Source: an optimization exercise on an open RTL-to-GDS flow (aim: small area). Production flows keep margins and buffers that such runs may drop. In this exercise RTL edits were held to simulation tests only and were not proved equivalent to the original. Power and IR drop assume default switching activity.

rev 12:
==> flow/design.v (excerpt) <==
module alu #(
    parameter WIDTH     = 8,
    parameter BITS      = 64,
    parameter PRECISION = 2
) (
    input  logic                 clk, rst,
    input  logic [     BITS-1:0] a,
    input  logic [     BITS-1:0] b,
    output logic [     BITS-1:0] result_final,
    input  logic [PRECISION-1:0] precision,
    input  logic [          3:0] opcode,
    output logic                 carry
);
clock: 6.0 ns
lec_check: 0
cap_margin: 20
core_margin: 2
core_utilization: 60
cts_buf_list: sky130_fd_sc_hd__clkbuf_2 sky130_fd_sc_hd__clkbuf_4
cts_cluster_size: 50
gpl_timing_driven: 0
slew_margin: 20
synth_hierarchical: 1
synth_minimum_keep_size: 0
standard.sh (not shown) runs the stock make flow with config.mk's settings and CLKGATE_MAP_FILE= SYNTH_SCRIPT=/design/flow/synth_recipe.tcl, a recipe that flattens the netlist after the stock synthesis.
==> flow/flow/run.sh <==
#!/bin/bash
# Standard synthesis, then every combinational cell is set to its smallest
# drive strength (the layout's repair steps size up what timing needs), then
# the standard layout with the ports buffered by buf_1.
set -euo pipefail
bash standard.sh synth > synth.log 2>&1
openroad -no_init -exit flow/downsize.tcl > downsize.log 2>&1
export BUFFER_PORTS_ARGS="-buffer_cell sky130_fd_sc_hd__buf_1"
bash standard.sh > layout.log 2>&1
==> flow/flow/downsize.tcl <==
# Swap each combinational cell of the synthesized netlist to the _1 (or _0)
# drive strength of the same cell, when that is smaller.
set odb_file orfs/results/sky130hd/alu/base/1_synth.odb
read_db $odb_file
set db [ord::get_db]
set n 0
foreach inst [[ord::get_db_block] getInsts] {
  set m [$inst getMaster]
  set name [$m getName]
  if { ![regexp {^(sky130_fd_sc_hd__[a-z0-9]+)_([0-9]+)$} $name -> base drive] } { continue }
  if { [regexp {__(df|dl|sdf|edf|conb|tap|fill|decap|clkdlybuf|dlygate|dlymetal)} $base] } { continue }
  set best $m
  foreach d {0 1} {
    set cand [$db findMaster ${base}_$d]
    if { $cand ne "NULL" && [expr {[$cand getWidth] < [[set best] getWidth]}] } { set best $cand }
  }
  if { $best ne $m } {
    $inst swapMaster $best
    incr n
  }
}
puts "downsized $n instances"
write_db $odb_file
Rev 12 went all the way through the flow, and no timing, DRC or antenna check failed.
The following lists how rev 13 was set up differently from rev 12:
-- flow/config.mk --
<<< rev 12, line 9
export CORE_MARGIN = 2
export CORE_UTILIZATION = 60
export CTS_BUF_LIST = sky130_fd_sc_hd__clkbuf_2 sky130_fd_sc_hd__clkbuf_4
export CTS_CLUSTER_SIZE = 50
export GPL_TIMING_DRIVEN = 0
export SLEW_MARGIN = 20
>>> rev 13, line 9
export CORE_MARGIN = 2
export CORE_UTILIZATION = 60
export CTS_BUF_LIST = sky130_fd_sc_hd__clkbuf_4 sky130_fd_sc_hd__clkbuf_8
export GPL_TIMING_DRIVEN = 0
export SLEW_MARGIN = 20
Results
Compared with rev 12, wire length of the first global-routing pass in rev 13 increased slightly.
Rev 13 against rev 12: share of the core filled with cells in the final layout moved up; total met3 wirelength after detailed routing up about 2.6%; clock transition at the register clock pins on the worst setup and hold paths after CTS shows a reduction of 0.04 ns; total chip power up 6.5%; buffering stage count on the worst path with inverters included fell by 1.
Compared to rev 12, rev 13 has post-layout minimum cycle time 0.10 ns higher.
| path length in cells of the critical path | higher: rev 12 |
[compare] base=rev 12 new=rev 13: setup slack shrank by 0.10 ns; detailed-route wire length grew by about 1.7%.

---

Setup of nickel:
alu, a different RTL version from the one above (not shown whole).
Size: roughly 920 cells after synthesis, about 8800 µm² of cells after synthesis.
==> flow/config.mk <==
export PLATFORM = sky130hd
export DESIGN_NAME = alu
export DESIGN_NICKNAME = alu
export VERILOG_FILES = /design/flow/design.v
export SDC_FILE = /design/flow/constraint.sdc
export NUM_CORES = 4
export LEC_CHECK = 0
export CAP_MARGIN = 20
export CORE_MARGIN = 2
export CORE_UTILIZATION = 60
export CTS_BUF_LIST = sky130_fd_sc_hd__clkbuf_4
export CTS_CLUSTER_SIZE = 30
export GPL_TIMING_DRIVEN = 1
export SLEW_MARGIN = 20
export SYNTH_HIERARCHICAL = 1
export SYNTH_MINIMUM_KEEP_SIZE = 0
==> flow/constraint.sdc <==
create_clock -name core_clock -period 6.0 [get_ports {clk}]
set_input_delay 1.2000 -clock core_clock [delete_from_list [all_inputs] [get_ports {clk}]]
set_output_delay 1.2000 -clock core_clock [all_outputs]
set_load 0.01 [all_outputs]
==> flow/flow/run.sh <==
#!/bin/bash
# Standard synthesis, then every combinational cell is set to its smallest
# drive strength (the layout's repair steps size up what timing needs), then
# the standard layout with the ports buffered by buf_1 and a clock tree
# built without dummy loads.
set -euo pipefail
bash standard.sh synth > synth.log 2>&1
openroad -no_init -exit flow/downsize.tcl > downsize.log 2>&1
export BUFFER_PORTS_ARGS="-buffer_cell sky130_fd_sc_hd__buf_1"
export CTS_ARGS="-sink_clustering_enable -repair_clock_nets -sink_clustering_size 30 -buf_list sky130_fd_sc_hd__clkbuf_4 -dont_use_dummy_load"
bash standard.sh > layout.log 2>&1
Scripts as last shown in full above: flow/flow/downsize.tcl
The inputs of quartz differ from those of nickel as listed below.
Settings: swapping sky130_fd_sc_hd__clkbuf_4 for sky130_fd_sc_hd__clkbuf_2 sky130_fd_sc_hd__clkbuf_4 in CTS_BUF_LIST; swapping 1 for 0 in GPL_TIMING_DRIVEN.
diff --git a/flow/flow/run.sh b/flow/flow/run.sh
--- a/flow/flow/run.sh
+++ b/flow/flow/run.sh
@@ -4,2 +4 @@
-# the standard layout with the ports buffered by buf_1 and a clock tree
-# built without dummy loads.
+# the standard layout with the ports buffered by buf_1.
@@ -10 +8,0 @@
-export CTS_ARGS="-sink_clustering_enable -repair_clock_nets -sink_clustering_size 30 -buf_list sky130_fd_sc_hd__clkbuf_4 -dont_use_dummy_load"
Findings:
Of nickel and quartz, the higher remaining max-slew budget at the tightest pin belongs to nickel. Taking nickel as the reference, in quartz design area picked up an extra about 2.6%; length of routed wiring on met1 picked up an extra about 2%. A launch point of the critical path of opcode[3] is what nickel shows, while opcode[2] belongs to quartz.
Relative to quartz, the following input files were edited for tundra:
Settings: CTS_BUF_LIST now sky130_fd_sc_hd__clkbuf_4, was sky130_fd_sc_hd__clkbuf_2 sky130_fd_sc_hd__clkbuf_4; SETUP_SLACK_MARGIN now 0.1, previously not set.
diff --git a/flow/flow/run.sh b/flow/flow/run.sh
--- a/flow/flow/run.sh
+++ b/flow/flow/run.sh
@@ -4 +4,2 @@
-# the standard layout with the ports buffered by buf_1.
+# the standard layout with the ports buffered by buf_1 and a clock tree
+# built without dummy loads.
@@ -8,0 +10 @@
+export CTS_ARGS="-sink_clustering_enable -repair_clock_nets -sink_clustering_size 30 -buf_list sky130_fd_sc_hd__clkbuf_4 -dont_use_dummy_load"
Notes after the runs:
- As far as delay contributed by the slowest stage of the critical path is concerned, tundra and quartz perform about the same.
- Going from quartz to tundra, number of standard cells in the layout, taps in and fillers out went down by about 0.6%, smallest setup slack after layout went up by 0.11 ns, met2 usage went down by 0.64 points, critical path data required time was more or less identical.
- Side by side, proportion of power drawn by combinational gates turned out higher in tundra than in quartz.
- Comparing tundra against quartz, there is no change at all in H-tree depth.
Input changes introduced in indigo (baseline for comparison: tundra):
Settings: SETUP_SLACK_MARGIN: 0.1 -> unset.
diff --git a/flow/flow/run.sh b/flow/flow/run.sh
--- a/flow/flow/run.sh
+++ b/flow/flow/run.sh
@@ -4,2 +4 @@
-# the standard layout with the ports buffered by buf_1 and a clock tree
-# built without dummy loads.
+# the standard layout with the ports buffered by buf_1.
@@ -10 +8,0 @@
-export CTS_ARGS="-sink_clustering_enable -repair_clock_nets -sink_clustering_size 30 -buf_list sky130_fd_sc_hd__clkbuf_4 -dont_use_dummy_load"
- In indigo, clock buffer and inverter area fraction after layout is higher than in tundra.
- Setup slack after layout: higher on tundra
- Comparing indigo and tundra, the higher power is on indigo.
- Lower final worst-path cycle share goes to tundra over indigo.
- Total wirelength of the detailed-routed design for indigo is lower than for tundra.
- Cmp indigo vs tundra: highest achievable clock rate lower in indigo
- Looking at number of gates resized after CTS, indigo sits 5 above tundra.
- The wire length of the first global-routing pass of tundra and that of indigo are within noise of each other.
- The final reports for indigo and tundra show pin count of the biggest net entering global routing lower in the former.
diff inputs: indigo => xenon
Settings: changing GPL_TIMING_DRIVEN from 0 to 1; changing CORE_UTILIZATION from 60 to 70.
diff --git a/flow/flow/run.sh b/flow/flow/run.sh
--- a/flow/flow/run.sh
+++ b/flow/flow/run.sh
@@ -4 +4,2 @@
-# the standard layout with the ports buffered by buf_1.
+# the standard layout with the ports buffered by buf_1 and a clock tree
+# built without dummy loads.
@@ -8,0 +10 @@
+export CTS_ARGS="-sink_clustering_enable -repair_clock_nets -sink_clustering_size 30 -buf_list sky130_fd_sc_hd__clkbuf_4 -dont_use_dummy_load"
==> notes.md <==
Diff indigo and xenon: largest net degree at the start of global routing lower in xenon. Vias per cell: higher on xenon. Wire length grows slightly when moving from indigo to xenon. xenon: count of clock-buffer cells in the layout is 1 lower than what indigo reported. xenon completed every stage of the flow, and the final layout passed the timing, DRC and antenna checks.
The inputs of pepper differ from those of xenon as listed below.
Settings: a change of CORE_UTILIZATION from 70 to 60.
diff --git a/flow/flow/run.sh b/flow/flow/run.sh
--- a/flow/flow/run.sh
+++ b/flow/flow/run.sh
@@ -10 +10 @@
-export CTS_ARGS="-sink_clustering_enable -repair_clock_nets -sink_clustering_size 30 -buf_list sky130_fd_sc_hd__clkbuf_4 -dont_use_dummy_load"
+export CTS_ARGS="-sink_clustering_enable -repair_clock_nets -sink_clustering_size 40 -sink_clustering_max_diameter 150 -buf_list sky130_fd_sc_hd__clkbuf_4 -dont_use_dummy_load"
Findings:
- Re part of the power in combinational logic: xenon was higher than pepper.
- Against xenon, total detailed-routing wirelength in pepper came out better.
- As far as final cell area excluding filler cells is concerned, pepper and xenon perform about the same.
- Going from xenon to pepper, die extent in x grew by a little under 10%.
- On first-pass GRT wire length: between pepper and xenon, it ends up higher for pepper.

## separate check: timing with driven ports
No port has a modelled driver above. Below, the same layouts with a new extraction and two added sets of constraints. Step 1 assumes that a clkbuf_16 drives the clock port and a buf_2 every other input. Step 2, shift: input delay + t, output delay - t, t = (earliest + latest rising clock arrival at the registers) / 2. This alone moves slack from input paths to output paths. a / b / c = no drivers / after step 1 / after step 2; a / b = the first two.
run	t (ns)	setup WS [ns]	worst hold slack (ns)
rev 12	0.581	0.316 / 0.300 / -0.281	0.349 / 0.349 / 0.349
rev 13	0.495	0.215 / 0.211 / -0.284	0.346 / 0.346 / 0.346
nickel	0.569	0.511 / 0.527 / -0.042	0.332 / 0.332 / 0.332
quartz	0.577	0.153 / 0.163 / -0.414	0.347 / 0.347 / 0.347
tundra	0.567	0.263 / 0.260 / -0.307	0.330 / 0.330 / 0.330
indigo	0.577	0.153 / 0.163 / -0.414	0.347 / 0.347 / 0.347
xenon	0.567	0.314 / 0.329 / -0.237	0.334 / 0.334 / 0.334
pepper	0.569	0.511 / 0.527 / -0.042	0.332 / 0.332 / 0.332
With both steps, setup timing fails in every run listed, where it was met with ideal ports. For rev 12, which loses most, drivers alone change the setup slack by -0.016 ns; drivers and shift together by -0.597 ns.
